Source: an optimization exercise on an open RTL-to-GDS flow (aim: small area and a short achievable clock period). Production flows keep margins and buffers that such runs may drop.
No functional check of the RTL was part of this run.
No activity file was given, so power comes from the tool's default toggle rates.

==> flow/design.v <==
module CPU(clock,reset,MemData,MemOut,rd,wr,PC,IR,MBR,AC,MAR,SR);
input clock;
input reset;
input signed [15:0] MemData;
output reg signed [15:0] MemOut;
output reg [10:0] PC,MAR;
output reg signed [15:0] IR,MBR;
output signed [15:0] AC;
output reg wr,rd;
output [3:0] SR;    
reg [2:0] state;
reg signed [15:0] ACr;      
reg [3:0] SRr;
reg accSel;                 
wire [3:0] op = IR[15:12];
wire       m  = IR[11];
wire        ld   = (op == 4'h1);
wire        sub  = (op == 4'h4);
wire        ls   = ld | (op == 4'h3) | sub;   
wire        mul  = (op == 4'h5);
wire        dv   = (op == 4'h6);
wire        sa   = ACr[15];
wire [15:0] lorA;
assign lorA[0] = 1'b0;
genvar ga;
generate
  for (ga = 1; ga < 16; ga = ga + 1) begin : la
    assign lorA[ga] = |ACr[ga-1:0];
  end
endgenerate
wire [15:0] absa = {16{dv}} & (ACr ^ ({16{sa}} & lorA));
reg  [15:0] absAr;
always @(posedge clock) absAr <= absa;
wire [15:0] d1, B1c;
wire        cin1;
wire [4:0] s3_r, s3_q;
cpu_s3 u_s3(.MemData(MemData), .IRlo(IR[11:0]), .dv(dv), .sub(sub), .absAr(absAr),
            .ACr(ACr), .d1(d1), .cin1(cin1), .B1c(B1c), .r_out(s3_r), .q_out(s3_q));
reg [15:0] B1r;
reg        cinr, d1s;
always @(posedge clock)
  if (state == 3'd3) begin
    B1r <= B1c; cinr <= cin1; d1s <= d1[15];
  end
reg [4:0] p1r, p1q;
always @(posedge clock) begin
  p1r <= s3_r;
  p1q <= s3_q;
end
wire [13:0] s4_r;
wire [8:0] s4_q;
cpu_s4 u_s4(.p1r(p1r), .absAr(absAr), .ACr(ACr), .B1r(B1r), .cinr(cinr), .dv(dv),
            .r_out(s4_r), .q_out(s4_q));
reg [13:0] p2r;
reg [13:0] p2q;
always @(posedge clock) begin
  p2r <= s4_r;
  p2q <= {p1q, s4_q};
end
wire [15:0] res;
wire [3:0]  resf;
cpu_s0 u_s0(.p2r(p2r), .p2q(p2q), .absAr(absAr), .ACr(ACr), .SRr(SRr), .accSel(accSel),
            .B1r(B1r), .cinr(cinr), .d1s(d1s), .dv(dv), .mul(mul), .ls(ls), .ld(ld), .sub(sub),
            .res(res), .resf(resf), .AC(AC), .SR(SR));
always @(posedge clock) begin
  if (reset) begin
    PC <= 0; MAR <= 0; IR <= 0; MBR <= 0; ACr <= 0; MemOut <= 0; SRr <= 0;
    rd <= 1; wr <= 0;
    accSel <= 0;
    state <= 0;
  end else
  case (state)
  0: begin
    rd <= 1; wr <= 0;
    MAR <= PC;
    if (accSel) begin
      ACr <= res;
      SRr <= resf;
    end
    accSel <= 0;
    state <= 1;
  end
  1: begin
    rd <= 1; wr <= 0;
    IR <= MemData;
    PC <= PC + 1'b1;
    state <= 2;
  end
  2: begin
    if (m) MAR <= IR[10:0];
    state <= 3;
  end
  3: begin
    state <= 4;
    case (op)
      4'h1, 4'h3, 4'h4, 4'h5, 4'h6: MBR <= d1;
      4'h2: begin MBR <= ACr; rd <= 0; wr <= 1; end
      4'h7: begin PC <= MAR; state <= 0; end
      4'h8: if (SRr[3]) begin PC <= MAR; state <= 0; end
      default: ;
    endcase
  end
  4: begin
    state <= 0;
    case (op)
      4'h2: MemOut <= MBR;
      4'h1, 4'h3, 4'h4, 4'h5, 4'h6: accSel <= 1'b1;
      default: ;
    endcase
  end
  default: state <= 0;
  endcase
end
endmodule
module cpu_s3(input [15:0] MemData, input [11:0] IRlo, input dv, input sub,
              input [15:0] absAr, input [15:0] ACr,
              output [15:0] d1, output cin1, output [15:0] B1c,
              output [4:0] r_out, output [4:0] q_out);
assign d1   = IRlo[11] ? MemData : {5'b0, IRlo[10:0]};    
assign cin1 = (dv & ~d1[15]) | sub;
assign B1c  = d1 ^ {16{cin1}};
wire w1 = absAr[15] & B1c[0];
wire w2 = absAr[15] | B1c[0];
wire w3 = w1 | (w2 & cin1);
wire w4 = w2 & 1'b0;
wire w5 = w3 & (d1[15] ? (&d1[15:1]) : ~(|d1[15:1]));
wire w6 = dv ? w5 : ACr[15];
wire [0:0] r7;
assign r7[0] = w6 ? (absAr[15] ^ (B1c[0] ^ cin1)) : absAr[15];
wire w8 = absAr[14] & B1c[0];
wire w9 = absAr[14] | B1c[0];
wire w10 = r7[0] & B1c[1];
wire w11 = r7[0] | B1c[1];
wire w12 = w8 | (w9 & cin1);
wire w13 = w9 & 1'b0;
wire w14 = w10 | (w11 & w12);
wire w15 = w11 & w13;
wire w16 = w14 & (d1[15] ? (&d1[15:2]) : ~(|d1[15:2]));
wire w17 = dv ? w16 : ACr[14];
wire [1:0] r18;
assign r18[0] = w17 ? (absAr[14] ^ (B1c[0] ^ cin1)) : absAr[14];
assign r18[1] = w17 ? (r7[0] ^ (B1c[1] ^ w12)) : r7[0];
wire w19 = absAr[13] & B1c[0];
wire w20 = absAr[13] | B1c[0];
wire w21 = r18[0] & B1c[1];
wire w22 = r18[0] | B1c[1];
wire w23 = r18[1] & B1c[2];
wire w24 = r18[1] | B1c[2];
wire w25 = w19 | (w20 & cin1);
wire w26 = w20 & 1'b0;
wire w27 = w23 | (w24 & w21);
wire w28 = w24 & w22;
wire w29 = w21 | (w22 & w25);
wire w30 = w22 & w26;
wire w31 = w27 | (w28 & w25);
wire w32 = w28 & w26;
wire w33 = w31 & (d1[15] ? (&d1[15:3]) : ~(|d1[15:3]));
wire w34 = dv ? w33 : ACr[13];
wire [2:0] r35;
assign r35[0] = w34 ? (absAr[13] ^ (B1c[0] ^ cin1)) : absAr[13];
assign r35[1] = w34 ? (r18[0] ^ (B1c[1] ^ w25)) : r18[0];
assign r35[2] = w34 ? (r18[1] ^ (B1c[2] ^ w29)) : r18[1];
wire w36 = absAr[12] & B1c[0];
wire w37 = absAr[12] | B1c[0];
wire w38 = r35[0] & B1c[1];
wire w39 = r35[0] | B1c[1];
wire w40 = r35[1] & B1c[2];
wire w41 = r35[1] | B1c[2];
wire w42 = r35[2] & B1c[3];
wire w43 = r35[2] | B1c[3];
wire w44 = w36 | (w37 & cin1);
wire w45 = w37 & 1'b0;
wire w46 = w40 | (w41 & w38);
wire w47 = w41 & w39;
wire w48 = w38 | (w39 & w44);
wire w49 = w39 & w45;
wire w50 = w46 | (w47 & w44);
wire w51 = w47 & w45;
wire w52 = w42 | (w43 & w50);
wire w53 = w43 & w51;
wire w54 = w52 & (d1[15] ? (&d1[15:4]) : ~(|d1[15:4]));
wire w55 = dv ? w54 : ACr[12];
wire [3:0] r56;
assign r56[0] = w55 ? (absAr[12] ^ (B1c[0] ^ cin1)) : absAr[12];
assign r56[1] = w55 ? (r35[0] ^ (B1c[1] ^ w44)) : r35[0];
assign r56[2] = w55 ? (r35[1] ^ (B1c[2] ^ w48)) : r35[1];
assign r56[3] = w55 ? (r35[2] ^ (B1c[3] ^ w50)) : r35[2];
wire w57 = absAr[11] & B1c[0];
wire w58 = absAr[11] | B1c[0];
wire w59 = r56[0] & B1c[1];
wire w60 = r56[0] | B1c[1];
wire w61 = r56[1] & B1c[2];
wire w62 = r56[1] | B1c[2];
wire w63 = r56[2] & B1c[3];
wire w64 = r56[2] | B1c[3];
wire w65 = r56[3] & B1c[4];
wire w66 = r56[3] | B1c[4];
wire w67 = w57 | (w58 & cin1);
wire w68 = w58 & 1'b0;
wire w69 = w61 | (w62 & w59);
wire w70 = w62 & w60;
wire w71 = w65 | (w66 & w63);
wire w72 = w66 & w64;
wire w73 = w59 | (w60 & w67);
wire w74 = w60 & w68;
wire w75 = w69 | (w70 & w67);
wire w76 = w70 & w68;
wire w77 = w63 | (w64 & w75);
wire w78 = w64 & w76;
wire w79 = w71 | (w72 & w75);
wire w80 = w72 & w76;
wire w81 = w79 & (d1[15] ? (&d1[15:5]) : ~(|d1[15:5]));
wire w82 = dv ? w81 : ACr[11];
wire [4:0] r83;
assign r83[0] = w82 ? (absAr[11] ^ (B1c[0] ^ cin1)) : absAr[11];
assign r83[1] = w82 ? (r56[0] ^ (B1c[1] ^ w67)) : r56[0];
assign r83[2] = w82 ? (r56[1] ^ (B1c[2] ^ w73)) : r56[1];
assign r83[3] = w82 ? (r56[2] ^ (B1c[3] ^ w75)) : r56[2];
assign r83[4] = w82 ? (r56[3] ^ (B1c[4] ^ w77)) : r56[3];
assign r_out = r83;
assign q_out = {w5, w16, w33, w54, w81};
endmodule
module cpu_s4(input [4:0] p1r, input [15:0] absAr, input [15:0] ACr,
              input [15:0] B1r, input cinr, input dv,
              output [13:0] r_out, output [8:0] q_out);
wire w84 = absAr[10] & B1r[0];
wire w85 = absAr[10] | B1r[0];
wire w86 = p1r[0] & B1r[1];
wire w87 = p1r[0] | B1r[1];
wire w88 = p1r[1] & B1r[2];
wire w89 = p1r[1] | B1r[2];
wire w90 = p1r[2] & B1r[3];
wire w91 = p1r[2] | B1r[3];
wire w92 = p1r[3] & B1r[4];
wire w93 = p1r[3] | B1r[4];
wire w94 = p1r[4] & B1r[5];
wire w95 = p1r[4] | B1r[5];
wire w96 = w84 | (w85 & cinr);
wire w97 = w85 & 1'b0;
wire w98 = w88 | (w89 & w86);
wire w99 = w89 & w87;
wire w100 = w92 | (w93 & w90);
wire w101 = w93 & w91;
wire w102 = w86 | (w87 & w96);
wire w103 = w87 & w97;
wire w104 = w98 | (w99 & w96);
wire w105 = w99 & w97;
wire w106 = w94 | (w95 & w100);
wire w107 = w95 & w101;
wire w108 = w90 | (w91 & w104);
wire w109 = w91 & w105;
wire w110 = w100 | (w101 & w104);
wire w111 = w101 & w105;
wire w112 = w106 | (w107 & w104);
wire w113 = w107 & w105;
wire w114 = w112 & (&B1r[15:6]);
wire w115 = dv ? w114 : ACr[10];
wire [5:0] r116;
assign r116[0] = w115 ? (absAr[10] ^ (B1r[0] ^ cinr)) : absAr[10];
assign r116[1] = w115 ? (p1r[0] ^ (B1r[1] ^ w96)) : p1r[0];
assign r116[2] = w115 ? (p1r[1] ^ (B1r[2] ^ w102)) : p1r[1];
assign r116[3] = w115 ? (p1r[2] ^ (B1r[3] ^ w104)) : p1r[2];
assign r116[4] = w115 ? (p1r[3] ^ (B1r[4] ^ w108)) : p1r[3];
assign r116[5] = w115 ? (p1r[4] ^ (B1r[5] ^ w110)) : p1r[4];
wire w117 = absAr[9] & B1r[0];
wire w118 = absAr[9] | B1r[0];
wire w119 = r116[0] & B1r[1];
wire w120 = r116[0] | B1r[1];
wire w121 = r116[1] & B1r[2];
wire w122 = r116[1] | B1r[2];
wire w123 = r116[2] & B1r[3];
wire w124 = r116[2] | B1r[3];
wire w125 = r116[3] & B1r[4];
wire w126 = r116[3] | B1r[4];
wire w127 = r116[4] & B1r[5];
wire w128 = r116[4] | B1r[5];
wire w129 = r116[5] & B1r[6];
wire w130 = r116[5] | B1r[6];
wire w131 = w117 | (w118 & cinr);
wire w132 = w118 & 1'b0;
wire w133 = w121 | (w122 & w119);
wire w134 = w122 & w120;
wire w135 = w125 | (w126 & w123);
wire w136 = w126 & w124;
wire w137 = w129 | (w130 & w127);
wire w138 = w130 & w128;
wire w139 = w119 | (w120 & w131);
wire w140 = w120 & w132;
wire w141 = w133 | (w134 & w131);
wire w142 = w134 & w132;
wire w143 = w127 | (w128 & w135);
wire w144 = w128 & w136;
wire w145 = w137 | (w138 & w135);
wire w146 = w138 & w136;
wire w147 = w123 | (w124 & w141);
wire w148 = w124 & w142;
wire w149 = w135 | (w136 & w141);
wire w150 = w136 & w142;
wire w151 = w143 | (w144 & w141);
wire w152 = w144 & w142;
wire w153 = w145 | (w146 & w141);
wire w154 = w146 & w142;
wire w155 = w153 & (&B1r[15:7]);
wire w156 = dv ? w155 : ACr[9];
wire [6:0] r157;
assign r157[0] = w156 ? (absAr[9] ^ (B1r[0] ^ cinr)) : absAr[9];
assign r157[1] = w156 ? (r116[0] ^ (B1r[1] ^ w131)) : r116[0];
assign r157[2] = w156 ? (r116[1] ^ (B1r[2] ^ w139)) : r116[1];
assign r157[3] = w156 ? (r116[2] ^ (B1r[3] ^ w141)) : r116[2];
assign r157[4] = w156 ? (r116[3] ^ (B1r[4] ^ w147)) : r116[3];
assign r157[5] = w156 ? (r116[4] ^ (B1r[5] ^ w149)) : r116[4];
assign r157[6] = w156 ? (r116[5] ^ (B1r[6] ^ w151)) : r116[5];
wire w158 = absAr[8] & B1r[0];
wire w159 = absAr[8] | B1r[0];
wire w160 = r157[0] & B1r[1];
wire w161 = r157[0] | B1r[1];
wire w162 = r157[1] & B1r[2];
wire w163 = r157[1] | B1r[2];
wire w164 = r157[2] & B1r[3];
wire w165 = r157[2] | B1r[3];
wire w166 = r157[3] & B1r[4];
wire w167 = r157[3] | B1r[4];
wire w168 = r157[4] & B1r[5];
wire w169 = r157[4] | B1r[5];
wire w170 = r157[5] & B1r[6];
wire w171 = r157[5] | B1r[6];
wire w172 = r157[6] & B1r[7];
wire w173 = r157[6] | B1r[7];
wire w174 = w158 | (w159 & cinr);
wire w175 = w159 & 1'b0;
wire w176 = w162 | (w163 & w160);
wire w177 = w163 & w161;
wire w178 = w166 | (w167 & w164);
wire w179 = w167 & w165;
wire w180 = w170 | (w171 & w168);
wire w181 = w171 & w169;
wire w182 = w160 | (w161 & w174);
wire w183 = w161 & w175;
wire w184 = w176 | (w177 & w174);
wire w185 = w177 & w175;
wire w186 = w168 | (w169 & w178);
wire w187 = w169 & w179;
wire w188 = w180 | (w181 & w178);
wire w189 = w181 & w179;
wire w190 = w164 | (w165 & w184);
wire w191 = w165 & w185;
wire w192 = w178 | (w179 & w184);
wire w193 = w179 & w185;
wire w194 = w186 | (w187 & w184);
wire w195 = w187 & w185;
wire w196 = w188 | (w189 & w184);
wire w197 = w189 & w185;
wire w198 = w172 | (w173 & w196);
wire w199 = w173 & w197;
wire w200 = w198 & (&B1r[15:8]);
wire w201 = dv ? w200 : ACr[8];
wire [7:0] r202;
assign r202[0] = w201 ? (absAr[8] ^ (B1r[0] ^ cinr)) : absAr[8];
assign r202[1] = w201 ? (r157[0] ^ (B1r[1] ^ w174)) : r157[0];
assign r202[2] = w201 ? (r157[1] ^ (B1r[2] ^ w182)) : r157[1];
assign r202[3] = w201 ? (r157[2] ^ (B1r[3] ^ w184)) : r157[2];
assign r202[4] = w201 ? (r157[3] ^ (B1r[4] ^ w190)) : r157[3];
assign r202[5] = w201 ? (r157[4] ^ (B1r[5] ^ w192)) : r157[4];
assign r202[6] = w201 ? (r157[5] ^ (B1r[6] ^ w194)) : r157[5];
assign r202[7] = w201 ? (r157[6] ^ (B1r[7] ^ w196)) : r157[6];
wire w203 = absAr[7] & B1r[0];
wire w204 = absAr[7] | B1r[0];
wire w205 = r202[0] & B1r[1];
wire w206 = r202[0] | B1r[1];
wire w207 = r202[1] & B1r[2];
wire w208 = r202[1] | B1r[2];
wire w209 = r202[2] & B1r[3];
wire w210 = r202[2] | B1r[3];
wire w211 = r202[3] & B1r[4];
wire w212 = r202[3] | B1r[4];
wire w213 = r202[4] & B1r[5];
wire w214 = r202[4] | B1r[5];
wire w215 = r202[5] & B1r[6];
wire w216 = r202[5] | B1r[6];
wire w217 = r202[6] & B1r[7];
wire w218 = r202[6] | B1r[7];
wire w219 = r202[7] & B1r[8];
wire w220 = r202[7] | B1r[8];
wire w221 = w203 | (w204 & cinr);
wire w222 = w204 & 1'b0;
wire w223 = w207 | (w208 & w205);
wire w224 = w208 & w206;
wire w225 = w211 | (w212 & w209);
wire w226 = w212 & w210;
wire w227 = w215 | (w216 & w213);
wire w228 = w216 & w214;
wire w229 = w219 | (w220 & w217);
wire w230 = w220 & w218;
wire w231 = w205 | (w206 & w221);
wire w232 = w206 & w222;
wire w233 = w223 | (w224 & w221);
wire w234 = w224 & w222;
wire w235 = w213 | (w214 & w225);
wire w236 = w214 & w226;
wire w237 = w227 | (w228 & w225);
wire w238 = w228 & w226;
wire w239 = w209 | (w210 & w233);
wire w240 = w210 & w234;
wire w241 = w225 | (w226 & w233);
wire w242 = w226 & w234;
wire w243 = w235 | (w236 & w233);
wire w244 = w236 & w234;
wire w245 = w237 | (w238 & w233);
wire w246 = w238 & w234;
wire w247 = w217 | (w218 & w245);
wire w248 = w218 & w246;
wire w249 = w229 | (w230 & w245);
wire w250 = w230 & w246;
wire w251 = w249 & (&B1r[15:9]);
wire w252 = dv ? w251 : ACr[7];
wire [8:0] r253;
assign r253[0] = w252 ? (absAr[7] ^ (B1r[0] ^ cinr)) : absAr[7];
assign r253[1] = w252 ? (r202[0] ^ (B1r[1] ^ w221)) : r202[0];
assign r253[2] = w252 ? (r202[1] ^ (B1r[2] ^ w231)) : r202[1];
assign r253[3] = w252 ? (r202[2] ^ (B1r[3] ^ w233)) : r202[2];
assign r253[4] = w252 ? (r202[3] ^ (B1r[4] ^ w239)) : r202[3];
assign r253[5] = w252 ? (r202[4] ^ (B1r[5] ^ w241)) : r202[4];
assign r253[6] = w252 ? (r202[5] ^ (B1r[6] ^ w243)) : r202[5];
assign r253[7] = w252 ? (r202[6] ^ (B1r[7] ^ w245)) : r202[6];
assign r253[8] = w252 ? (r202[7] ^ (B1r[8] ^ w247)) : r202[7];
wire w254 = absAr[6] & B1r[0];
wire w255 = absAr[6] | B1r[0];
wire w256 = r253[0] & B1r[1];
wire w257 = r253[0] | B1r[1];
wire w258 = r253[1] & B1r[2];
wire w259 = r253[1] | B1r[2];
wire w260 = r253[2] & B1r[3];
wire w261 = r253[2] | B1r[3];
wire w262 = r253[3] & B1r[4];
wire w263 = r253[3] | B1r[4];
wire w264 = r253[4] & B1r[5];
wire w265 = r253[4] | B1r[5];
wire w266 = r253[5] & B1r[6];
wire w267 = r253[5] | B1r[6];
wire w268 = r253[6] & B1r[7];
wire w269 = r253[6] | B1r[7];
wire w270 = r253[7] & B1r[8];
wire w271 = r253[7] | B1r[8];
wire w272 = r253[8] & B1r[9];
wire w273 = r253[8] | B1r[9];
wire w274 = w254 | (w255 & cinr);
wire w275 = w255 & 1'b0;
wire w276 = w258 | (w259 & w256);
wire w277 = w259 & w257;
wire w278 = w262 | (w263 & w260);
wire w279 = w263 & w261;
wire w280 = w266 | (w267 & w264);
wire w281 = w267 & w265;
wire w282 = w270 | (w271 & w268);
wire w283 = w271 & w269;
wire w284 = w256 | (w257 & w274);
wire w285 = w257 & w275;
wire w286 = w276 | (w277 & w274);
wire w287 = w277 & w275;
wire w288 = w264 | (w265 & w278);
wire w289 = w265 & w279;
wire w290 = w280 | (w281 & w278);
wire w291 = w281 & w279;
wire w292 = w272 | (w273 & w282);
wire w293 = w273 & w283;
wire w294 = w260 | (w261 & w286);
wire w295 = w261 & w287;
wire w296 = w278 | (w279 & w286);
wire w297 = w279 & w287;
wire w298 = w288 | (w289 & w286);
wire w299 = w289 & w287;
wire w300 = w290 | (w291 & w286);
wire w301 = w291 & w287;
wire w302 = w268 | (w269 & w300);
wire w303 = w269 & w301;
wire w304 = w282 | (w283 & w300);
wire w305 = w283 & w301;
wire w306 = w292 | (w293 & w300);
wire w307 = w293 & w301;
wire w308 = w306 & (&B1r[15:10]);
wire w309 = dv ? w308 : ACr[6];
wire [9:0] r310;
assign r310[0] = w309 ? (absAr[6] ^ (B1r[0] ^ cinr)) : absAr[6];
assign r310[1] = w309 ? (r253[0] ^ (B1r[1] ^ w274)) : r253[0];
assign r310[2] = w309 ? (r253[1] ^ (B1r[2] ^ w284)) : r253[1];
assign r310[3] = w309 ? (r253[2] ^ (B1r[3] ^ w286)) : r253[2];
assign r310[4] = w309 ? (r253[3] ^ (B1r[4] ^ w294)) : r253[3];
assign r310[5] = w309 ? (r253[4] ^ (B1r[5] ^ w296)) : r253[4];
assign r310[6] = w309 ? (r253[5] ^ (B1r[6] ^ w298)) : r253[5];
assign r310[7] = w309 ? (r253[6] ^ (B1r[7] ^ w300)) : r253[6];
assign r310[8] = w309 ? (r253[7] ^ (B1r[8] ^ w302)) : r253[7];
assign r310[9] = w309 ? (r253[8] ^ (B1r[9] ^ w304)) : r253[8];
wire w311 = absAr[5] & B1r[0];
wire w312 = absAr[5] | B1r[0];
wire w313 = r310[0] & B1r[1];
wire w314 = r310[0] | B1r[1];
wire w315 = r310[1] & B1r[2];
wire w316 = r310[1] | B1r[2];
wire w317 = r310[2] & B1r[3];
wire w318 = r310[2] | B1r[3];
wire w319 = r310[3] & B1r[4];
wire w320 = r310[3] | B1r[4];
wire w321 = r310[4] & B1r[5];
wire w322 = r310[4] | B1r[5];
wire w323 = r310[5] & B1r[6];
wire w324 = r310[5] | B1r[6];
wire w325 = r310[6] & B1r[7];
wire w326 = r310[6] | B1r[7];
wire w327 = r310[7] & B1r[8];
wire w328 = r310[7] | B1r[8];
wire w329 = r310[8] & B1r[9];
wire w330 = r310[8] | B1r[9];
wire w331 = r310[9] & B1r[10];
wire w332 = r310[9] | B1r[10];
wire w333 = w311 | (w312 & cinr);
wire w334 = w312 & 1'b0;
wire w335 = w315 | (w316 & w313);
wire w336 = w316 & w314;
wire w337 = w319 | (w320 & w317);
wire w338 = w320 & w318;
wire w339 = w323 | (w324 & w321);
wire w340 = w324 & w322;
wire w341 = w327 | (w328 & w325);
wire w342 = w328 & w326;
wire w343 = w331 | (w332 & w329);
wire w344 = w332 & w330;
wire w345 = w313 | (w314 & w333);
wire w346 = w314 & w334;
wire w347 = w335 | (w336 & w333);
wire w348 = w336 & w334;
wire w349 = w321 | (w322 & w337);
wire w350 = w322 & w338;
wire w351 = w339 | (w340 & w337);
wire w352 = w340 & w338;
wire w353 = w329 | (w330 & w341);
wire w354 = w330 & w342;
wire w355 = w343 | (w344 & w341);
wire w356 = w344 & w342;
wire w357 = w317 | (w318 & w347);
wire w358 = w318 & w348;
wire w359 = w337 | (w338 & w347);
wire w360 = w338 & w348;
wire w361 = w349 | (w350 & w347);
wire w362 = w350 & w348;
wire w363 = w351 | (w352 & w347);
wire w364 = w352 & w348;
wire w365 = w325 | (w326 & w363);
wire w366 = w326 & w364;
wire w367 = w341 | (w342 & w363);
wire w368 = w342 & w364;
wire w369 = w353 | (w354 & w363);
wire w370 = w354 & w364;
wire w371 = w355 | (w356 & w363);
wire w372 = w356 & w364;
wire w373 = w371 & (&B1r[15:11]);
wire w374 = dv ? w373 : ACr[5];
wire [10:0] r375;
assign r375[0] = w374 ? (absAr[5] ^ (B1r[0] ^ cinr)) : absAr[5];
assign r375[1] = w374 ? (r310[0] ^ (B1r[1] ^ w333)) : r310[0];
assign r375[2] = w374 ? (r310[1] ^ (B1r[2] ^ w345)) : r310[1];
assign r375[3] = w374 ? (r310[2] ^ (B1r[3] ^ w347)) : r310[2];
assign r375[4] = w374 ? (r310[3] ^ (B1r[4] ^ w357)) : r310[3];
assign r375[5] = w374 ? (r310[4] ^ (B1r[5] ^ w359)) : r310[4];
assign r375[6] = w374 ? (r310[5] ^ (B1r[6] ^ w361)) : r310[5];
assign r375[7] = w374 ? (r310[6] ^ (B1r[7] ^ w363)) : r310[6];
assign r375[8] = w374 ? (r310[7] ^ (B1r[8] ^ w365)) : r310[7];
assign r375[9] = w374 ? (r310[8] ^ (B1r[9] ^ w367)) : r310[8];
assign r375[10] = w374 ? (r310[9] ^ (B1r[10] ^ w369)) : r310[9];
wire w376 = absAr[4] & B1r[0];
wire w377 = absAr[4] | B1r[0];
wire w378 = r375[0] & B1r[1];
wire w379 = r375[0] | B1r[1];
wire w380 = r375[1] & B1r[2];
wire w381 = r375[1] | B1r[2];
wire w382 = r375[2] & B1r[3];
wire w383 = r375[2] | B1r[3];
wire w384 = r375[3] & B1r[4];
wire w385 = r375[3] | B1r[4];
wire w386 = r375[4] & B1r[5];
wire w387 = r375[4] | B1r[5];
wire w388 = r375[5] & B1r[6];
wire w389 = r375[5] | B1r[6];
wire w390 = r375[6] & B1r[7];
wire w391 = r375[6] | B1r[7];
wire w392 = r375[7] & B1r[8];
wire w393 = r375[7] | B1r[8];
wire w394 = r375[8] & B1r[9];
wire w395 = r375[8] | B1r[9];
wire w396 = r375[9] & B1r[10];
wire w397 = r375[9] | B1r[10];
wire w398 = r375[10] & B1r[11];
wire w399 = r375[10] | B1r[11];
wire w400 = w376 | (w377 & cinr);
wire w401 = w377 & 1'b0;
wire w402 = w380 | (w381 & w378);
wire w403 = w381 & w379;
wire w404 = w384 | (w385 & w382);
wire w405 = w385 & w383;
wire w406 = w388 | (w389 & w386);
wire w407 = w389 & w387;
wire w408 = w392 | (w393 & w390);
wire w409 = w393 & w391;
wire w410 = w396 | (w397 & w394);
wire w411 = w397 & w395;
wire w412 = w378 | (w379 & w400);
wire w413 = w379 & w401;
wire w414 = w402 | (w403 & w400);
wire w415 = w403 & w401;
wire w416 = w386 | (w387 & w404);
wire w417 = w387 & w405;
wire w418 = w406 | (w407 & w404);
wire w419 = w407 & w405;
wire w420 = w394 | (w395 & w408);
wire w421 = w395 & w409;
wire w422 = w410 | (w411 & w408);
wire w423 = w411 & w409;
wire w424 = w382 | (w383 & w414);
wire w425 = w383 & w415;
wire w426 = w404 | (w405 & w414);
wire w427 = w405 & w415;
wire w428 = w416 | (w417 & w414);
wire w429 = w417 & w415;
wire w430 = w418 | (w419 & w414);
wire w431 = w419 & w415;
wire w432 = w398 | (w399 & w422);
wire w433 = w399 & w423;
wire w434 = w390 | (w391 & w430);
wire w435 = w391 & w431;
wire w436 = w408 | (w409 & w430);
wire w437 = w409 & w431;
wire w438 = w420 | (w421 & w430);
wire w439 = w421 & w431;
wire w440 = w422 | (w423 & w430);
wire w441 = w423 & w431;
wire w442 = w432 | (w433 & w430);
wire w443 = w433 & w431;
wire w444 = w442 & (&B1r[15:12]);
wire w445 = dv ? w444 : ACr[4];
wire [11:0] r446;
assign r446[0] = w445 ? (absAr[4] ^ (B1r[0] ^ cinr)) : absAr[4];
assign r446[1] = w445 ? (r375[0] ^ (B1r[1] ^ w400)) : r375[0];
assign r446[2] = w445 ? (r375[1] ^ (B1r[2] ^ w412)) : r375[1];
assign r446[3] = w445 ? (r375[2] ^ (B1r[3] ^ w414)) : r375[2];
assign r446[4] = w445 ? (r375[3] ^ (B1r[4] ^ w424)) : r375[3];
assign r446[5] = w445 ? (r375[4] ^ (B1r[5] ^ w426)) : r375[4];
assign r446[6] = w445 ? (r375[5] ^ (B1r[6] ^ w428)) : r375[5];
assign r446[7] = w445 ? (r375[6] ^ (B1r[7] ^ w430)) : r375[6];
assign r446[8] = w445 ? (r375[7] ^ (B1r[8] ^ w434)) : r375[7];
assign r446[9] = w445 ? (r375[8] ^ (B1r[9] ^ w436)) : r375[8];
assign r446[10] = w445 ? (r375[9] ^ (B1r[10] ^ w438)) : r375[9];
assign r446[11] = w445 ? (r375[10] ^ (B1r[11] ^ w440)) : r375[10];
wire w447 = absAr[3] & B1r[0];
wire w448 = absAr[3] | B1r[0];
wire w449 = r446[0] & B1r[1];
wire w450 = r446[0] | B1r[1];
wire w451 = r446[1] & B1r[2];
wire w452 = r446[1] | B1r[2];
wire w453 = r446[2] & B1r[3];
wire w454 = r446[2] | B1r[3];
wire w455 = r446[3] & B1r[4];
wire w456 = r446[3] | B1r[4];
wire w457 = r446[4] & B1r[5];
wire w458 = r446[4] | B1r[5];
wire w459 = r446[5] & B1r[6];
wire w460 = r446[5] | B1r[6];
wire w461 = r446[6] & B1r[7];
wire w462 = r446[6] | B1r[7];
wire w463 = r446[7] & B1r[8];
wire w464 = r446[7] | B1r[8];
wire w465 = r446[8] & B1r[9];
wire w466 = r446[8] | B1r[9];
wire w467 = r446[9] & B1r[10];
wire w468 = r446[9] | B1r[10];
wire w469 = r446[10] & B1r[11];
wire w470 = r446[10] | B1r[11];
wire w471 = r446[11] & B1r[12];
wire w472 = r446[11] | B1r[12];
wire w473 = w447 | (w448 & cinr);
wire w474 = w448 & 1'b0;
wire w475 = w451 | (w452 & w449);
wire w476 = w452 & w450;
wire w477 = w455 | (w456 & w453);
wire w478 = w456 & w454;
wire w479 = w459 | (w460 & w457);
wire w480 = w460 & w458;
wire w481 = w463 | (w464 & w461);
wire w482 = w464 & w462;
wire w483 = w467 | (w468 & w465);
wire w484 = w468 & w466;
wire w485 = w471 | (w472 & w469);
wire w486 = w472 & w470;
wire w487 = w449 | (w450 & w473);
wire w488 = w450 & w474;
wire w489 = w475 | (w476 & w473);
wire w490 = w476 & w474;
wire w491 = w457 | (w458 & w477);
wire w492 = w458 & w478;
wire w493 = w479 | (w480 & w477);
wire w494 = w480 & w478;
wire w495 = w465 | (w466 & w481);
wire w496 = w466 & w482;
wire w497 = w483 | (w484 & w481);
wire w498 = w484 & w482;
wire w499 = w453 | (w454 & w489);
wire w500 = w454 & w490;
wire w501 = w477 | (w478 & w489);
wire w502 = w478 & w490;
wire w503 = w491 | (w492 & w489);
wire w504 = w492 & w490;
wire w505 = w493 | (w494 & w489);
wire w506 = w494 & w490;
wire w507 = w469 | (w470 & w497);
wire w508 = w470 & w498;
wire w509 = w485 | (w486 & w497);
wire w510 = w486 & w498;
wire w511 = w461 | (w462 & w505);
wire w512 = w462 & w506;
wire w513 = w481 | (w482 & w505);
wire w514 = w482 & w506;
wire w515 = w495 | (w496 & w505);
wire w516 = w496 & w506;
wire w517 = w497 | (w498 & w505);
wire w518 = w498 & w506;
wire w519 = w507 | (w508 & w505);
wire w520 = w508 & w506;
wire w521 = w509 | (w510 & w505);
wire w522 = w510 & w506;
wire w523 = w521 & (&B1r[15:13]);
wire w524 = dv ? w523 : ACr[3];
wire [12:0] r525;
assign r525[0] = w524 ? (absAr[3] ^ (B1r[0] ^ cinr)) : absAr[3];
assign r525[1] = w524 ? (r446[0] ^ (B1r[1] ^ w473)) : r446[0];
assign r525[2] = w524 ? (r446[1] ^ (B1r[2] ^ w487)) : r446[1];
assign r525[3] = w524 ? (r446[2] ^ (B1r[3] ^ w489)) : r446[2];
assign r525[4] = w524 ? (r446[3] ^ (B1r[4] ^ w499)) : r446[3];
assign r525[5] = w524 ? (r446[4] ^ (B1r[5] ^ w501)) : r446[4];
assign r525[6] = w524 ? (r446[5] ^ (B1r[6] ^ w503)) : r446[5];
assign r525[7] = w524 ? (r446[6] ^ (B1r[7] ^ w505)) : r446[6];
assign r525[8] = w524 ? (r446[7] ^ (B1r[8] ^ w511)) : r446[7];
assign r525[9] = w524 ? (r446[8] ^ (B1r[9] ^ w513)) : r446[8];
assign r525[10] = w524 ? (r446[9] ^ (B1r[10] ^ w515)) : r446[9];
assign r525[11] = w524 ? (r446[10] ^ (B1r[11] ^ w517)) : r446[10];
assign r525[12] = w524 ? (r446[11] ^ (B1r[12] ^ w519)) : r446[11];
wire w526 = absAr[2] & B1r[0];
wire w527 = absAr[2] | B1r[0];
wire w528 = r525[0] & B1r[1];
wire w529 = r525[0] | B1r[1];
wire w530 = r525[1] & B1r[2];
wire w531 = r525[1] | B1r[2];
wire w532 = r525[2] & B1r[3];
wire w533 = r525[2] | B1r[3];
wire w534 = r525[3] & B1r[4];
wire w535 = r525[3] | B1r[4];
wire w536 = r525[4] & B1r[5];
wire w537 = r525[4] | B1r[5];
wire w538 = r525[5] & B1r[6];
wire w539 = r525[5] | B1r[6];
wire w540 = r525[6] & B1r[7];
wire w541 = r525[6] | B1r[7];
wire w542 = r525[7] & B1r[8];
wire w543 = r525[7] | B1r[8];
wire w544 = r525[8] & B1r[9];
wire w545 = r525[8] | B1r[9];
wire w546 = r525[9] & B1r[10];
wire w547 = r525[9] | B1r[10];
wire w548 = r525[10] & B1r[11];
wire w549 = r525[10] | B1r[11];
wire w550 = r525[11] & B1r[12];
wire w551 = r525[11] | B1r[12];
wire w552 = r525[12] & B1r[13];
wire w553 = r525[12] | B1r[13];
wire w554 = w526 | (w527 & cinr);
wire w555 = w527 & 1'b0;
wire w556 = w530 | (w531 & w528);
wire w557 = w531 & w529;
wire w558 = w534 | (w535 & w532);
wire w559 = w535 & w533;
wire w560 = w538 | (w539 & w536);
wire w561 = w539 & w537;
wire w562 = w542 | (w543 & w540);
wire w563 = w543 & w541;
wire w564 = w546 | (w547 & w544);
wire w565 = w547 & w545;
wire w566 = w550 | (w551 & w548);
wire w567 = w551 & w549;
wire w568 = w528 | (w529 & w554);
wire w569 = w529 & w555;
wire w570 = w556 | (w557 & w554);
wire w571 = w557 & w555;
wire w572 = w536 | (w537 & w558);
wire w573 = w537 & w559;
wire w574 = w560 | (w561 & w558);
wire w575 = w561 & w559;
wire w576 = w544 | (w545 & w562);
wire w577 = w545 & w563;
wire w578 = w564 | (w565 & w562);
wire w579 = w565 & w563;
wire w580 = w552 | (w553 & w566);
wire w581 = w553 & w567;
wire w582 = w532 | (w533 & w570);
wire w583 = w533 & w571;
wire w584 = w558 | (w559 & w570);
wire w585 = w559 & w571;
wire w586 = w572 | (w573 & w570);
wire w587 = w573 & w571;
wire w588 = w574 | (w575 & w570);
wire w589 = w575 & w571;
wire w590 = w548 | (w549 & w578);
wire w591 = w549 & w579;
wire w592 = w566 | (w567 & w578);
wire w593 = w567 & w579;
wire w594 = w580 | (w581 & w578);
wire w595 = w581 & w579;
wire w596 = w540 | (w541 & w588);
wire w597 = w541 & w589;
wire w598 = w562 | (w563 & w588);
wire w599 = w563 & w589;
wire w600 = w576 | (w577 & w588);
wire w601 = w577 & w589;
wire w602 = w578 | (w579 & w588);
wire w603 = w579 & w589;
wire w604 = w590 | (w591 & w588);
wire w605 = w591 & w589;
wire w606 = w592 | (w593 & w588);
wire w607 = w593 & w589;
wire w608 = w594 | (w595 & w588);
wire w609 = w595 & w589;
wire w610 = w608 & (&B1r[15:14]);
wire w611 = dv ? w610 : ACr[2];
wire [13:0] r612;
assign r612[0] = w611 ? (absAr[2] ^ (B1r[0] ^ cinr)) : absAr[2];
assign r612[1] = w611 ? (r525[0] ^ (B1r[1] ^ w554)) : r525[0];
assign r612[2] = w611 ? (r525[1] ^ (B1r[2] ^ w568)) : r525[1];
assign r612[3] = w611 ? (r525[2] ^ (B1r[3] ^ w570)) : r525[2];
assign r612[4] = w611 ? (r525[3] ^ (B1r[4] ^ w582)) : r525[3];
assign r612[5] = w611 ? (r525[4] ^ (B1r[5] ^ w584)) : r525[4];
assign r612[6] = w611 ? (r525[5] ^ (B1r[6] ^ w586)) : r525[5];
assign r612[7] = w611 ? (r525[6] ^ (B1r[7] ^ w588)) : r525[6];
assign r612[8] = w611 ? (r525[7] ^ (B1r[8] ^ w596)) : r525[7];
assign r612[9] = w611 ? (r525[8] ^ (B1r[9] ^ w598)) : r525[8];
assign r612[10] = w611 ? (r525[9] ^ (B1r[10] ^ w600)) : r525[9];
assign r612[11] = w611 ? (r525[10] ^ (B1r[11] ^ w602)) : r525[10];
assign r612[12] = w611 ? (r525[11] ^ (B1r[12] ^ w604)) : r525[11];
assign r612[13] = w611 ? (r525[12] ^ (B1r[13] ^ w606)) : r525[12];
assign r_out = r612;
assign q_out = {w114, w155, w200, w251, w308, w373, w444, w523, w610};
endmodule
module cpu_s0(input [13:0] p2r, input [13:0] p2q, input [15:0] absAr,
              input [15:0] ACr, input [3:0] SRr, input accSel,
              input [15:0] B1r, input cinr, input d1s,
              input dv, input mul, input ls, input ld, input sub,
              output [15:0] res, output [3:0] resf, output [15:0] AC, output [3:0] SR);
wire w613 = absAr[1] & B1r[0];
wire w614 = absAr[1] | B1r[0];
wire w615 = p2r[0] & B1r[1];
wire w616 = p2r[0] | B1r[1];
wire w617 = p2r[1] & B1r[2];
wire w618 = p2r[1] | B1r[2];
wire w619 = p2r[2] & B1r[3];
wire w620 = p2r[2] | B1r[3];
wire w621 = p2r[3] & B1r[4];
wire w622 = p2r[3] | B1r[4];
wire w623 = p2r[4] & B1r[5];
wire w624 = p2r[4] | B1r[5];
wire w625 = p2r[5] & B1r[6];
wire w626 = p2r[5] | B1r[6];
wire w627 = p2r[6] & B1r[7];
wire w628 = p2r[6] | B1r[7];
wire w629 = p2r[7] & B1r[8];
wire w630 = p2r[7] | B1r[8];
wire w631 = p2r[8] & B1r[9];
wire w632 = p2r[8] | B1r[9];
wire w633 = p2r[9] & B1r[10];
wire w634 = p2r[9] | B1r[10];
wire w635 = p2r[10] & B1r[11];
wire w636 = p2r[10] | B1r[11];
wire w637 = p2r[11] & B1r[12];
wire w638 = p2r[11] | B1r[12];
wire w639 = p2r[12] & B1r[13];
wire w640 = p2r[12] | B1r[13];
wire w641 = p2r[13] & B1r[14];
wire w642 = p2r[13] | B1r[14];
wire w643 = w613 | (w614 & cinr);
wire w644 = w614 & 1'b0;
wire w645 = w617 | (w618 & w615);
wire w646 = w618 & w616;
wire w647 = w621 | (w622 & w619);
wire w648 = w622 & w620;
wire w649 = w625 | (w626 & w623);
wire w650 = w626 & w624;
wire w651 = w629 | (w630 & w627);
wire w652 = w630 & w628;
wire w653 = w633 | (w634 & w631);
wire w654 = w634 & w632;
wire w655 = w637 | (w638 & w635);
wire w656 = w638 & w636;
wire w657 = w641 | (w642 & w639);
wire w658 = w642 & w640;
wire w659 = w615 | (w616 & w643);
wire w660 = w616 & w644;
wire w661 = w645 | (w646 & w643);
wire w662 = w646 & w644;
wire w663 = w623 | (w624 & w647);
wire w664 = w624 & w648;
wire w665 = w649 | (w650 & w647);
wire w666 = w650 & w648;
wire w667 = w631 | (w632 & w651);
wire w668 = w632 & w652;
wire w669 = w653 | (w654 & w651);
wire w670 = w654 & w652;
wire w671 = w639 | (w640 & w655);
wire w672 = w640 & w656;
wire w673 = w657 | (w658 & w655);
wire w674 = w658 & w656;
wire w675 = w619 | (w620 & w661);
wire w676 = w620 & w662;
wire w677 = w647 | (w648 & w661);
wire w678 = w648 & w662;
wire w679 = w663 | (w664 & w661);
wire w680 = w664 & w662;
wire w681 = w665 | (w666 & w661);
wire w682 = w666 & w662;
wire w683 = w635 | (w636 & w669);
wire w684 = w636 & w670;
wire w685 = w655 | (w656 & w669);
wire w686 = w656 & w670;
wire w687 = w671 | (w672 & w669);
wire w688 = w672 & w670;
wire w689 = w673 | (w674 & w669);
wire w690 = w674 & w670;
wire w691 = w627 | (w628 & w681);
wire w692 = w628 & w682;
wire w693 = w651 | (w652 & w681);
wire w694 = w652 & w682;
wire w695 = w667 | (w668 & w681);
wire w696 = w668 & w682;
wire w697 = w669 | (w670 & w681);
wire w698 = w670 & w682;
wire w699 = w683 | (w684 & w681);
wire w700 = w684 & w682;
wire w701 = w685 | (w686 & w681);
wire w702 = w686 & w682;
wire w703 = w687 | (w688 & w681);
wire w704 = w688 & w682;
wire w705 = w689 | (w690 & w681);
wire w706 = w690 & w682;
wire w707 = w705 & (&B1r[15:15]);
wire w708 = dv ? w707 : ACr[1];
wire [14:0] r709;
assign r709[0] = w708 ? (absAr[1] ^ (B1r[0] ^ cinr)) : absAr[1];
assign r709[1] = w708 ? (p2r[0] ^ (B1r[1] ^ w643)) : p2r[0];
assign r709[2] = w708 ? (p2r[1] ^ (B1r[2] ^ w659)) : p2r[1];
assign r709[3] = w708 ? (p2r[2] ^ (B1r[3] ^ w661)) : p2r[2];
assign r709[4] = w708 ? (p2r[3] ^ (B1r[4] ^ w675)) : p2r[3];
assign r709[5] = w708 ? (p2r[4] ^ (B1r[5] ^ w677)) : p2r[4];
assign r709[6] = w708 ? (p2r[5] ^ (B1r[6] ^ w679)) : p2r[5];
assign r709[7] = w708 ? (p2r[6] ^ (B1r[7] ^ w681)) : p2r[6];
assign r709[8] = w708 ? (p2r[7] ^ (B1r[8] ^ w691)) : p2r[7];
assign r709[9] = w708 ? (p2r[8] ^ (B1r[9] ^ w693)) : p2r[8];
assign r709[10] = w708 ? (p2r[9] ^ (B1r[10] ^ w695)) : p2r[9];
assign r709[11] = w708 ? (p2r[10] ^ (B1r[11] ^ w697)) : p2r[10];
assign r709[12] = w708 ? (p2r[11] ^ (B1r[12] ^ w699)) : p2r[11];
assign r709[13] = w708 ? (p2r[12] ^ (B1r[13] ^ w701)) : p2r[12];
assign r709[14] = w708 ? (p2r[13] ^ (B1r[14] ^ w703)) : p2r[13];
wire w710 = ls ? (~ld & ACr[0]) : absAr[0];
wire w711 = ls ? (~ld & ACr[1]) : r709[0];
wire w712 = ls ? (~ld & ACr[2]) : r709[1];
wire w713 = ls ? (~ld & ACr[3]) : r709[2];
wire w714 = ls ? (~ld & ACr[4]) : r709[3];
wire w715 = ls ? (~ld & ACr[5]) : r709[4];
wire w716 = ls ? (~ld & ACr[6]) : r709[5];
wire w717 = ls ? (~ld & ACr[7]) : r709[6];
wire w718 = ls ? (~ld & ACr[8]) : r709[7];
wire w719 = ls ? (~ld & ACr[9]) : r709[8];
wire w720 = ls ? (~ld & ACr[10]) : r709[9];
wire w721 = ls ? (~ld & ACr[11]) : r709[10];
wire w722 = ls ? (~ld & ACr[12]) : r709[11];
wire w723 = ls ? (~ld & ACr[13]) : r709[12];
wire w724 = ls ? (~ld & ACr[14]) : r709[13];
wire w725 = ls ? (~ld & ACr[15]) : r709[14];
wire w726 = w710 & B1r[0];
wire w727 = w710 | B1r[0];
wire w728 = w711 & B1r[1];
wire w729 = w711 | B1r[1];
wire w730 = w712 & B1r[2];
wire w731 = w712 | B1r[2];
wire w732 = w713 & B1r[3];
wire w733 = w713 | B1r[3];
wire w734 = w714 & B1r[4];
wire w735 = w714 | B1r[4];
wire w736 = w715 & B1r[5];
wire w737 = w715 | B1r[5];
wire w738 = w716 & B1r[6];
wire w739 = w716 | B1r[6];
wire w740 = w717 & B1r[7];
wire w741 = w717 | B1r[7];
wire w742 = w718 & B1r[8];
wire w743 = w718 | B1r[8];
wire w744 = w719 & B1r[9];
wire w745 = w719 | B1r[9];
wire w746 = w720 & B1r[10];
wire w747 = w720 | B1r[10];
wire w748 = w721 & B1r[11];
wire w749 = w721 | B1r[11];
wire w750 = w722 & B1r[12];
wire w751 = w722 | B1r[12];
wire w752 = w723 & B1r[13];
wire w753 = w723 | B1r[13];
wire w754 = w724 & B1r[14];
wire w755 = w724 | B1r[14];
wire w756 = w725 & B1r[15];
wire w757 = w725 | B1r[15];
wire w758 = w726 | (w727 & cinr);
wire w759 = w727 & 1'b0;
wire w760 = w730 | (w731 & w728);
wire w761 = w731 & w729;
wire w762 = w734 | (w735 & w732);
wire w763 = w735 & w733;
wire w764 = w738 | (w739 & w736);
wire w765 = w739 & w737;
wire w766 = w742 | (w743 & w740);
wire w767 = w743 & w741;
wire w768 = w746 | (w747 & w744);
wire w769 = w747 & w745;
wire w770 = w750 | (w751 & w748);
wire w771 = w751 & w749;
wire w772 = w754 | (w755 & w752);
wire w773 = w755 & w753;
wire w774 = w728 | (w729 & w758);
wire w775 = w729 & w759;
wire w776 = w760 | (w761 & w758);
wire w777 = w761 & w759;
wire w778 = w736 | (w737 & w762);
wire w779 = w737 & w763;
wire w780 = w764 | (w765 & w762);
wire w781 = w765 & w763;
wire w782 = w744 | (w745 & w766);
wire w783 = w745 & w767;
wire w784 = w768 | (w769 & w766);
wire w785 = w769 & w767;
wire w786 = w752 | (w753 & w770);
wire w787 = w753 & w771;
wire w788 = w772 | (w773 & w770);
wire w789 = w773 & w771;
wire w790 = w732 | (w733 & w776);
wire w791 = w733 & w777;
wire w792 = w762 | (w763 & w776);
wire w793 = w763 & w777;
wire w794 = w778 | (w779 & w776);
wire w795 = w779 & w777;
wire w796 = w780 | (w781 & w776);
wire w797 = w781 & w777;
wire w798 = w748 | (w749 & w784);
wire w799 = w749 & w785;
wire w800 = w770 | (w771 & w784);
wire w801 = w771 & w785;
wire w802 = w786 | (w787 & w784);
wire w803 = w787 & w785;
wire w804 = w788 | (w789 & w784);
wire w805 = w789 & w785;
wire w806 = w740 | (w741 & w796);
wire w807 = w741 & w797;
wire w808 = w766 | (w767 & w796);
wire w809 = w767 & w797;
wire w810 = w782 | (w783 & w796);
wire w811 = w783 & w797;
wire w812 = w784 | (w785 & w796);
wire w813 = w785 & w797;
wire w814 = w798 | (w799 & w796);
wire w815 = w799 & w797;
wire w816 = w800 | (w801 & w796);
wire w817 = w801 & w797;
wire w818 = w802 | (w803 & w796);
wire w819 = w803 & w797;
wire w820 = w804 | (w805 & w796);
wire w821 = w805 & w797;
wire w822 = w756 | (w757 & w820);
wire w823 = w757 & w821;
wire w824 = w822 & 1'b1;
wire lastc = w822;     
wire w825 = dv ? w824 : (~mul | ACr[0]);
wire [15:0] r826;
assign r826[0] = w825 ? (w710 ^ (B1r[0] ^ cinr)) : w710;
assign r826[1] = w825 ? (w711 ^ (B1r[1] ^ w758)) : w711;
assign r826[2] = w825 ? (w712 ^ (B1r[2] ^ w774)) : w712;
assign r826[3] = w825 ? (w713 ^ (B1r[3] ^ w776)) : w713;
assign r826[4] = w825 ? (w714 ^ (B1r[4] ^ w790)) : w714;
assign r826[5] = w825 ? (w715 ^ (B1r[5] ^ w792)) : w715;
assign r826[6] = w825 ? (w716 ^ (B1r[6] ^ w794)) : w716;
assign r826[7] = w825 ? (w717 ^ (B1r[7] ^ w796)) : w717;
assign r826[8] = w825 ? (w718 ^ (B1r[8] ^ w806)) : w718;
assign r826[9] = w825 ? (w719 ^ (B1r[9] ^ w808)) : w719;
assign r826[10] = w825 ? (w720 ^ (B1r[10] ^ w810)) : w720;
assign r826[11] = w825 ? (w721 ^ (B1r[11] ^ w812)) : w721;
assign r826[12] = w825 ? (w722 ^ (B1r[12] ^ w814)) : w722;
assign r826[13] = w825 ? (w723 ^ (B1r[13] ^ w816)) : w723;
assign r826[14] = w825 ? (w724 ^ (B1r[14] ^ w818)) : w724;
assign r826[15] = w825 ? (w725 ^ (B1r[15] ^ w820)) : w725;
wire [15:0] qu = {p2q, w707, w824};
wire [15:0] prod = r826;             
wire        sa   = ACr[15];
wire        dz   = cinr & (&B1r);           
wire        negq = sa ^ d1s;
wire [15:0] lowor;
assign lowor[0] = 1'b0;
genvar gi;
generate
  for (gi = 1; gi < 16; gi = gi + 1) begin : lo
    assign lowor[gi] = |qu[gi-1:0];
  end
endgenerate
wire [15:0] quot  = dz ? 16'd0 : (qu ^ ({16{negq}} & lowor));
assign      res   = dv ? quot : prod;
wire        resz  = dv ? (dz | ~|qu) : ~|prod;
wire        as_   = ls & ~ld;
wire        resc  = as_ & (lastc ^ sub);
wire        resv  = as_ & (ACr[15] == B1r[15]) & (prod[15] != ACr[15]);
assign      resf  = {resz, res[15], resc, resv};
assign AC = accSel ? res : ACr;
assign SR = accSel ? resf : SRr;
endmodule
==> flow/flow/run.sh <==
#!/bin/bash
set -euo pipefail
MARGIN=$(python3 -c "print(round(${FLOW_PERIOD_NS} - 13, 3))")
bash standard.sh SETUP_SLACK_MARGIN=$MARGIN "BUFFER_PORTS_ARGS=-buffer_cell sky130_fd_sc_hd__buf_1" finish > standard_flow.log 2>&1
==> flow/standard.sh <==
#!/bin/bash
# synth_recipe.tcl (not shown) runs the flow's synth.tcl, then flattens the netlist and writes it again
# the make line also repeats each setting of config.mk as NAME=value (left out here)
make -C /OpenROAD-flow-scripts/flow DESIGN_CONFIG=/design/flow/config.mk WORK_HOME=/design/flow/orfs CLKGATE_MAP_FILE= SYNTH_SCRIPT=/design/flow/synth_recipe.tcl "${@:-finish}"
==> flow/config.mk <==
export PLATFORM = sky130hd
export DESIGN_NAME = CPU
export DESIGN_NICKNAME = CPU
export VERILOG_FILES = /design/flow/design.v
export SDC_FILE = /design/flow/constraint.sdc
export NUM_CORES = 4
export LEC_CHECK = 0
export ABC_AREA = 1
export CAP_MARGIN = 20
export CORE_MARGIN = 2
export CORE_UTILIZATION = 40
export SLEW_MARGIN = 20
export SYNTH_HIERARCHICAL = 1
==> flow/constraint.sdc <==
create_clock -name core_clock -period 32.0 [get_ports {clock}]
set_input_delay 6.4000 -clock core_clock [delete_from_list [all_inputs] [get_ports {clock}]]
set_output_delay 6.4000 -clock core_clock [all_outputs]
set_load 0.01 [all_outputs]
==> notes.md <==
## per-module statistics from Yosys, one instance, submodules excluded
module | cells | cell area [sq um] | copies in the design
CPU | 718 | 6060 | 1
cpu_s0 | 619 | 3100 | 1
cpu_s3 | 294 | 1780 | 1
cpu_s4 | 1155 | 5890 | 1
## kinds of logic (layout without fill, tap and decap cells)
logic type,count (synthesis),in the layout,synth area share [%]
AND/OR/NAND/NOR,1674,1683,45.8
multiplexers,1,1,0.0595
XOR/XNOR,101,101,5.30
AO/OA/AOI/OAI,337,337,11.1
flip-flops,168,168,21.1
adder cells (fa/ha/maj),41,41,4.77
buffers and inverters,464,571,11.9
## critical path: cells and delay by family (launching register included)
kind            cells  cell delay (ns)
buf+inv             7             0.95
flops               1             0.41
simple gates       29             2.73
fa+ha+maj           3             1.34
compound gates      2             0.20
## power groups by stage
stage	combinational [uW]	sequential, uW	clock (uW)
2_1_floorplan	105	233	0
3_3_place_gp	141	233	0
3_5_place_dp	142	233	0
4_1_cts	143	228	225
5_1_grt	167	229	232
6_report	150	228	222
## cells in the final DEF, fill, tap and decap left out, drive strengths merged, types with 39 or more instances in the layout
cell type	synthesis	final
nand2	996	1001
inv	356	364
nand3	338	342
nor2	237	237
buf	64	171
o21ai	168	168
dfxtp	150	150
a21oi	120	120
xor2	75	75
fa	39	39
## metrics by stage
stage / setup slack [ns] / utilization, % / std cells / total power, uW / cell area, sq um
finish: 19.48 / 45.1 / 3441 / 600 / 18800
global route: 18.88 / 45.1 / 3441 / 628 / 18800
CTS: 19.02 / 43.3 / 3387 / 596 / 18100
detailed placement: 18.50 / 41.7 / 3352 / 375 / 17400
global placement: 18.72 / 41.7 / 3352 / 374 / 17400
floorplan: 20.39 / - / 2786 / 338 / 16800
## worst min path at each step
stage | cells after the start | end | from | slack (ns)
2_1_floorplan | 0 | p2q[10] | p1q[1] | 0.31
3_3_place_gp | 0 | p2q[10] | p1q[1] | 0.31
3_5_place_dp | 0 | p2q[10] | p1q[1] | 0.32
4_1_cts | 0 | p2q[9] | p1q[0] | 0.34
5_1_grt | 0 | p2q[11] | p1q[2] | 0.34
6_report | 0 | p2q[9] | p1q[0] | 0.34
## layout make-up
cell class              count  area (sq um)
inverters                 367          1400
repair buffers            172           921
clock inverters            12           154
well taps                 539           674
multi-input cells        2163         11700
fillers                  4456         22900
clock buffers              20           457
flip-flops and latches    168          3540
## synth_stat cells (20+ instances only)
library cell and count:
nand2_1 910, nand3_1 304, inv_1 298, nor2_1 198
dfxtp_1 150, o21ai_0 118, a21oi_1 111, xor2_1 74
nand2_2 66, inv_2 55, o21ai_1 40, fa_1 39
nand3b_1 34, nor2_2 34, clkbuf_1 33, buf_4 28
xnor2_1 26, nand3_2 25, nand4_1 22, buf_2 20
o22ai_1 20
## metal layers
metal | global-route usage, % | routed length [um]
met1 | 32.9 | 25400
met4 | 9.09 | 1830
met3 | 3.16 | 3000
met2 | 44.5 | 27100
met5 | 0 | 0
## sequential cells by signal, summed over array words and instances (netlist names), 14 cells and up
register,cells
B1r,16
IR,16
p2r,14
ACr,16
MemOut,16
absAr,16
p2q,14
MBR,16
## timing repair
| action | 4_1_cts | 5_1_grt |
|---|---|---|
| pin swaps | 0 | 24 |
| setup buffers | 3 | 45 |
| resized for setup | 8 | 80 |
| cloned | 0 | 9 |
| hold buffers | 0 | 0 |
| endpoints found under the setup margin | 33 | 20 |
==> reports/metrics.yaml <==
status:
  outcome: "timing/DRC/antenna clean"
floorplan:
  coreArea_sq_mm: 0.0418
  dieHeight_um: 209
  rows: 75
  dieArea_sq_mm: 0.0437
  pin_count: 110
  initial_core_util_pct: 40.3
  die_x_um: 209
synth:
  syn_nets: 2844
  synth-edff-count: 18
  yosysUniqueCellTypes: 63
  synth_seq_cells: 168
  syn_avg_cell_area_sq_um: 6.04
  yosys.area.top_type: "nand2_1"
  syn-instance-count: 2786
  async_reset_ff_share_pct: 0
  synth_area_leaders: "nand2_1 20%, dfxtp_1 18%, nand3_1 9.0%, inv_1 6.6%, fa_1 4.6%"
  yosysTopAreaCellShare_pct: 20.3
  ys_warn_count: 7
  dominantRegCellSynth: "dfxtp_1"
  seq_area_frac_synth_pct: 21.1
  synth_area_sq_mm: 0.0168
route:
  wl_per_cell_um: 16.7
  final_antenna_net_count: 0
  drt_iter0_markers: 1226
  wl_mm: 57.3
  first_pass_iters: 6
  viasPerCell: 5.29
  drc: 0
  num_vias: 18200
clocking:
  cts_buffer_depth: 2
  insertion_delay_ns: 0.46
  cts_root_buf: "clkbuf_16"
  tritoncts: "yes"
  path_clk_slew_ns: 0.07
  clock_sinks: 168
  htree_levels: 4
  cts_made_buffers: 17
power_and_ir_drop:
  switching_share_pct: 35.1
  leakage_uw: 0.00919
  ir_worst_vdd_v: 0.0000354
  switchingPower_uw: 211
  p_per_area_mw_per_mm2: 31.9
  seqPwrFrac_pct: 38.0
  pwr-share-clk_pct: 37.0
  combPwrFrac_pct: 25.0
  intPower_uw: 390
grt:
  grt_first_pass_wirelength_mm: 89.1
  grt_usage_pct: 25.7
  grt_remaining_overflow: 0
  antenna_found_initial: 0
  grt_pass1_vias: 16700
  grt_start_max_net_pins: 55
sta:
  setup-violations-final: 0
  rsz0062_at_grt: "no"
  whs_ns: 0.339
  relSlewSlack_pct: 30.6
  tns_ns: 0
  max_freq_mhz: 79.9
  slew_violations: 0
  worst_slew_pin_slew_ns: 1.04
  fin_crit_ns: 12.52
  fin_crit_sh_pct: 39.1
  finalHoldViolations: 0
  skew_ns: 0.0181
finish:
  antenna_cells: 0
  syn2layout_area_growth_pct: 12.0
  nNetsFinal: 2947
  drive_above_1_share_pct: 14.2
setup_path:
  r2r-end: "p2r[6]"
  crit_fanout: 14
  critPathCapture: "SR[3]"
  r2r-start: "B1r[9]"
  end_kind: "output pin"
  max_stage_delay_ns: 0.51
  crit_path_start_kind: "flop"
  crit_type: "flop to output pin"
  critPathRequiredTime_ns: 25.60
  critPathSlowestCell: "fa_1"
  worst-r2r-setup-slack_ns: 19.82
  critPathLaunch: "B1r[0]"
  critPathArrivalTime_ns: 6.12
  r2r.worst_path.cells: 82
  crit_top_cell: "nand2_1"
placed_design:
  gp_congestion: 0.948
  portBuffers: 109
  hpwl_mm: 43.8
flow_run:
  cap_viol_max_count: 0
worst_hold_path:
  hold_path_class: "flop to flop"

[static timing again, ports no longer ideal]
How much do the figures lean on ideal ports? The routed layout below was timed once more, with nothing changed but the port constraints. Step 1 assumes that a clkbuf_16 drives the clock port and a buf_2 every other input. Step 2 adds t to the input delays and takes it off the output delays; t is the mean of the earliest and latest rising clock arrival at the registers after step 1. Input paths then give back, and output paths get back, about the clock's delay inside the block. a / b / c = ideal ports / drivers / drivers and shift; a / b = the first two.
shift t [ns]: 0.506
setup slack, ns: 19.482 / 19.428 / 19.591
cell pins on the clock port's net: 1
After both steps setup and hold are still met in this run. For this run, drivers alone change the setup slack by -0.054 ns; drivers and shift together by +0.109 ns.
